From an optimization exercise on the open Yosys and OpenROAD flow, aimed at small area, a short achievable clock period and few clock cycles; shortcuts taken in it are not production practice. The RTL was checked by simulation tests, not by an equivalence proof against the original design. No activity file was given, so power comes from the tool's default toggle rates.

== v55 ==
==> flow/design.v <==
module grayscale(
  input  [23:0] d,
  output [7:0]  q
  );
wire [11:0] r  = {4'b0000, d[7:0]};
wire [11:0] g  = {4'b0000, d[15:8]};
wire [11:0] b  = {4'b0000, d[23:16]};
wire [11:0] t0 = r;
wire [11:0] t1 = r << 2;
wire [11:0] t2 = g;
wire [11:0] t3 = g << 3;
wire [11:0] t4 = b << 1;
wire [11:0] s1 = t0 ^ t1 ^ t2;
wire [11:0] c1 = ((t0 & t1) | (t0 & t2) | (t1 & t2)) << 1;
wire [11:0] s2 = s1 ^ c1 ^ t3;
wire [11:0] c2 = ((s1 & c1) | (s1 & t3) | (c1 & t3)) << 1;
wire [11:0] s3 = s2 ^ c2 ^ t4;
wire [11:0] c3 = ((s2 & c2) | (s2 & t4) | (c2 & t4)) << 1;
wire [11:0] total = s3 + c3;
assign q = total[11:4];
endmodule
module sat_add(
  input  [7:0] a,
  input  [7:0] m,
  input        neg,
  output [7:0] q
  );
wire [8:0] r = {1'b0, a} + {1'b0, m ^ {8{neg}}} + {8'b0, neg};
wire       ovf = r[8] ^ neg;
assign q = ovf ? {8{~neg}} : r[7:0];
endmodule
module err_dif(
  input  [7:0] a,
  input  [6:0] c7,
  input  [6:0] ep,
  input        sp,
  input        m3,
  output [7:0] v,
  output       s,
  output [6:0] e
  );
wire [8:0] ep3 = {2'b00, ep} + {1'b0, ep, 1'b0};
wire [4:0] d3  = m3 ? ep3[8:4] : 5'd0;
wire [7:0] t;
sat_add u_t(.a(a), .m({3'b000, d3}), .neg(sp), .q(t));
sat_add u_v(.a(t), .m({2'b00, c7[5:0]}), .neg(c7[6]), .q(v));
assign s  = v[7];
assign e  = v[6:0] ^ {7{v[7]}};
endmodule
module controller #(
  parameter W  = 800,
  parameter H  = 600,
  parameter K  = 4,
  parameter AW = 19
  ) (
  input               clk,
  input               rst,
  output reg [AW-1:0] oa,
  output reg [AW-1:0] ia,
  output reg          rd,
  output reg          wr,
  output reg          en_o,
  output reg          done,
  output reg          a_sel,     
  output reg          idle,      
  output reg          lane_k,    
  output reg          x_last,    
  output reg          x_nlast    
  );
function integer lg2;
  input integer n;
  integer i;
  begin
    lg2 = 0;
    for (i = n - 1; i > 0; i = i >> 1)
      lg2 = lg2 + 1;
  end
endfunction
localparam integer CW  = lg2(K + 2);
localparam integer XW  = lg2(W);
localparam integer WK1 = W * (K + 1);
localparam [AW-1:0] D_RD   = W * K + K + 2;
localparam [AW-1:0] D_RDW  = W * K + K + 2 - WK1;
localparam [AW-1:0] D_L0   = -1;
localparam [AW-1:0] D_L0W  = WK1 - 1;
localparam [AW-1:0] D_LN   = -W - 1;
localparam [AW-1:0] D_LNW  = WK1 - W - 1;
localparam [AW-1:0] I_L3   = -3 * W - 3;
localparam [AW-1:0] I_L3W  = WK1 - 3 * W - 3;
localparam [AW-1:0] I_L4   = -4 * W - 3;
localparam [AW-1:0] I_L4W  = WK1 - 4 * W - 3;
localparam [AW-1:0] I_L0   = W * (K - 2) + K;
localparam [AW-1:0] I_L0W  = W * (K - 2) + K - WK1;
localparam [AW-1:0] OA0    = W * (H - 1) + W - 3 - K;
localparam [AW-1:0] N_PIX  = W * H;         
localparam [AW-1:0] N_RD   = W * (H - K);   
localparam [AW-1:0] LAST   = W - 1;         
reg [CW-1:0] c;
reg [XW-1:0] x0;
wire         x0_s  = (x0 < 16);
wire [3:0]   x0_l  = x0[3:0];
wire         x0_e  = (x0 == W - 1);
reg [CW-1:0] c_n;
reg [AW-1:0] doa, dia, oa_n;
reg [3:0]    dx;
reg          wa, wi, rd_n, wr_n, done_n;
always @(*) begin
  c_n = (c == K + 1) ? {CW{1'b0}} : c + 1'b1;
  if (c == 0) begin
    wa  = x0_s && x0_l < K + 2;
    doa = wa ? D_RDW : D_RD;
  end else begin
    wa  = x0_s && x0_l == c - 1;
    if (c == 1)
      doa = wa ? D_L0W : D_L0;
    else
      doa = wa ? D_LNW : D_LN;
  end
  oa_n = oa + doa;
  dx = x0_l - c;
  if (c_n == 0) begin
    wi  = x0_s && x0_l >= 1 && x0_l <= K;
    dia = wi ? I_L0W : I_L0;
  end else if (c_n == K) begin
    wi  = (x0_s && x0_l < K - 1) || x0_e;
    dia = wi ? I_L0W : I_L0;
  end else if (c_n == K + 1) begin
    wi  = x0_s && x0_l < K;
    dia = wi ? I_L0W : I_L0;
  end else if (c_n == 1) begin
    wi  = x0_s && x0_l < 3;
    dia = wi ? I_L3W : I_L3;
  end else begin
    wi  = x0_s && x0_l >= c && dx <= 2;
    dia = wi ? I_L4W : I_L4;
  end
  done_n = done || (wr && oa == LAST);
  rd_n = (c_n == 1) && (oa_n < N_RD) && !done_n;
  wr_n = (c_n != 1) && (oa_n < N_PIX) && !done_n;
end
always @(posedge clk) begin
  ia      <= oa_n + dia;
  a_sel   <= (c_n == 1) && (oa_n < N_RD);
  idle    <= (c_n == 0);
  lane_k  <= (c_n == K + 1);
  x_last  <= x0_s && x0_l == c;
  x_nlast <= (c == 0) ? x0_e : (x0_s && x0_l == c - 1);
end
always @(posedge clk or posedge rst) begin
  if (rst) begin
    c    <= 0;
    x0   <= W - 1;
    oa   <= OA0;
    rd   <= 1'b0;
    wr   <= 1'b0;
    en_o <= 1'b0;
    done <= 1'b0;
  end else begin
    c    <= c_n;
    if (c == K + 1)
      x0 <= x0_e ? {XW{1'b0}} : x0 + 1'b1;
    oa   <= oa_n;
    rd   <= rd_n;
    wr   <= wr_n;
    en_o <= rd_n || wr_n;
    done <= done_n;
  end
end
endmodule
module sipu_core #(
  parameter W  = 800,
  parameter H  = 600,
  parameter K  = 4,
  parameter AW = 19
  ) (
  input           clk,
  input           rst,
  input  [23:0]   in_mem_data,
  input  [7:0]    out_mem_data,
  output reg [7:0] mux_data,
  output          en_in_mem,
  output [AW-1:0] in_mem_addr,
  output          en_out_mem,
  output [AW-1:0] out_mem_addr,
  output          out_mem_read,
  output          out_mem_write,
  output          done
  );
localparam integer RW = 19;     
wire a_sel, idle, lane_k, x_last, x_nlast;
controller #(.W(W), .H(H), .K(K), .AW(AW)) ctrl(
  .clk(clk), .rst(rst), .oa(out_mem_addr), .ia(in_mem_addr),
  .rd(out_mem_read), .wr(out_mem_write), .en_o(en_out_mem), .done(done),
  .a_sel(a_sel), .idle(idle), .lane_k(lane_k), .x_last(x_last), .x_nlast(x_nlast));
assign en_in_mem = 1'b1;
reg [RW*(K+1)-1:0] ring;
reg [RW:0]         tail;
reg [23:0]         in_q;
reg [7:0]          g1_q;     
reg [6:0]          e_q;      
reg                s_q;      
wire [RW-1:0] head = ring[RW-1:0];
wire [7:0]    a    = head[7:0];
wire [6:0]    c7   = head[18:12];
wire [7:0] v;
wire       s;
wire [6:0] e;
err_dif ed(.a(a), .c7(c7), .ep(e_q), .sp(s_q), .m3(!x_last),
           .v(v), .s(s), .e(e));
wire [9:0] ep5 = {3'b000, e_q} + {1'b0, e_q, 2'b00};
wire [2:0] d1n = x_nlast ? 3'd0 : e_q[6:4];
wire [3:0] d1_nx = ring[2*RW-8:2*RW-11];
wire [7:0] g, g1, a_calc;
grayscale gray(.d(in_q), .q(g));
sat_add u_g1(.a(g), .m({5'b00000, d1_nx[2:0]}), .neg(d1_nx[3]), .q(g1));
sat_add u_g5(.a(g1_q), .m({2'b00, ep5[9:4]}), .neg(s_q), .q(a_calc));
wire [7:0] a_n  = a_sel ? out_mem_data : a_calc;
wire [7:0] c7_n = (x_last || lane_k) ? 8'd0 : {s, e};
wire [3:0] d1_n = {s_q && !x_nlast, d1n};
wire [9:0] t7 = {tail[18:12], 3'b000} - {3'b000, tail[18:12]};
always @(posedge clk) begin
  tail     <= {c7_n, d1_n, a_n};
  ring     <= {tail[19], t7[9:4], tail[11:0], ring[RW*(K+1)-1:RW]};
  in_q     <= in_mem_data;
  g1_q     <= g1;
  e_q      <= idle ? 7'd0 : e;
  s_q      <= s && !idle;
  mux_data <= lane_k ? v : {8{s}};
end
endmodule
module top(clk,
           rst,
           done,
           in_mem_data,
           out_mem_data,
           mux_data,
           en_in_mem,
           in_mem_addr,
           en_out_mem,
           out_mem_addr,
           out_mem_read,
           out_mem_write
           );
  input  clk;
  input  rst;
  input  [23:0]  in_mem_data;
  input  [7:0]   out_mem_data;
  output [7:0]   mux_data;
  output         en_in_mem;
  output [31:0]  in_mem_addr;
  output         en_out_mem;
  output [31:0]  out_mem_addr;
  output         out_mem_read;
  output         out_mem_write;
  output done;
  wire [18:0] in_addr;
  wire [18:0] out_addr;
  assign in_mem_addr  = {13'd0, in_addr};
  assign out_mem_addr = {13'd0, out_addr};
  sipu_core #(.W(800), .H(600), .K(6), .AW(19)) core(
    .clk(clk), .rst(rst),
    .in_mem_data(in_mem_data), .out_mem_data(out_mem_data),
    .mux_data(mux_data),
    .en_in_mem(en_in_mem), .in_mem_addr(in_addr),
    .en_out_mem(en_out_mem), .out_mem_addr(out_addr),
    .out_mem_read(out_mem_read), .out_mem_write(out_mem_write),
    .done(done));
endmodule
==> flow/config.mk <==
export PLATFORM = sky130hd
export DESIGN_NAME = top
export DESIGN_NICKNAME = top
export VERILOG_FILES = /design/flow/design.v
export SDC_FILE = /design/flow/constraint.sdc
export NUM_CORES = 4
export LEC_CHECK = 0
export CAP_MARGIN = 20
export CORE_MARGIN = 2
export CORE_UTILIZATION = 65
export PLACE_DENSITY = 0.75
export SLEW_MARGIN = 20
==> flow/constraint.sdc <==
create_clock -name core_clock -period 24.0 [get_ports {clk}]
set_input_delay 4.8000 -clock core_clock [delete_from_list [all_inputs] [get_ports {clk}]]
set_output_delay 4.8000 -clock core_clock [all_outputs]
set_load 0.01 [all_outputs]
standard.sh (not shown) runs the stock make flow with config.mk's settings and CLKGATE_MAP_FILE= SYNTH_SCRIPT=/design/flow/synth_recipe.tcl, a recipe that flattens the netlist after the stock synthesis.
==> flow/flow/run.sh <==
#!/bin/bash
set -o pipefail
export BUFFER_PORTS_ARGS="-buffer_cell sky130_fd_sc_hd__buf_2"
export CTS_ARGS="-sink_clustering_enable -repair_clock_nets -dont_use_dummy_load -sink_clustering_size 26 -sink_clustering_max_diameter 90 -buf_list {sky130_fd_sc_hd__clkbuf_16}"
bash standard.sh > standard.log 2>&1
Testbench counts of v55, summed over its fixed seeds: cycles 2,560,228.
Changes in v25 relative to v55:
Settings: clearing PLACE_DENSITY, which used to be 0.75; swapping 65 for 40 in CORE_UTILIZATION.
==> flow/flow/run.sh <==
#!/bin/bash
set -o pipefail
export BUFFER_PORTS_ARGS="-buffer_cell sky130_fd_sc_hd__buf_2"
export CTS_ARGS="-sink_clustering_enable -repair_clock_nets -dont_use_dummy_load -sink_clustering_size 30 -sink_clustering_max_diameter 100 -buf_list {sky130_fd_sc_hd__clkbuf_16}"
bash standard.sh > standard.log 2>&1
==> comparison <==
- The final layout from v25, which completed every stage, passed the timing, design-rule and antenna checks at the end of the flow.
- Going from v55 to v25, transition time at the pin with the least slew margin shows a reduction of 0.066 ns, worst slack on hold paths shows a reduction of 0.017 ns, setup slack shows an increase of 0.036 ns.
- v55 has a lower detailed-route wire length than v25.
Input-level comparison between v42 and v25:
==> flow/flow/run.sh <==
#!/bin/bash
set -o pipefail
export BUFFER_PORTS_ARGS="-buffer_cell sky130_fd_sc_hd__buf_2"
export CTS_ARGS="-sink_clustering_enable -repair_clock_nets -dont_use_dummy_load -sink_clustering_size 22 -sink_clustering_max_diameter 80 -buf_list {sky130_fd_sc_hd__clkbuf_16}"
bash standard.sh > standard.log 2>&1
v42 reached the final stage; the timing, design-rule and antenna checks on its layout passed. v42 and v25 ended up with nearly the same total global-route track usage. Wire length up 0.71% in v42 wrt v25. Diff v25 -> v42 | detailed route wirelength on metal3 | increase of about 20%. v42 has logic gate share of total power below what v25 had. Between v42 and v25, the met2 layer usage reported by global route figures differ only marginally. Growth of design area from synthesis to finish on v42 is up relative to v25. v42 -> v25: peak per-stage delay on the critical path flat. Post-route minimum period: v42 higher than v25. Delta (v42 minus v25): post-layout instance area went up 75 sq um, setup slack went down 0.048 ns. NOTE: fraction of area in registers in v42 falls short of that of v25.

## afterwards: timing with drivers on the ports
Ports are ideal in the flow. The routed layouts listed here were re-timed in OpenROAD. Step 1: set_driving_cell puts a clkbuf_16 on clk and a buf_2 on each other input, an assumption about the parent block. Step 2 also shifts input and output timing later by t, the mid clock arrival at the registers, as if the neighbouring blocks saw the same clock. a / b / c = ideal / step 1 / step 2; a / b = the first two.
run	t (ns)	setup WS [ns]	worst register clock-pin slew, ns	worst slew at a driven data input, ns	cell pins on the clock port's net
v55	0.512	17.915 / 17.870 / 18.152	0.10 / 0.10	0.04	1
v25	0.504	17.951 / 17.906 / 18.051	0.11 / 0.11	0.04	1
v42	0.516	17.903 / 17.856 / 18.046	0.09 / 0.09	0.03	1
After both steps setup and hold are still met in every run listed.
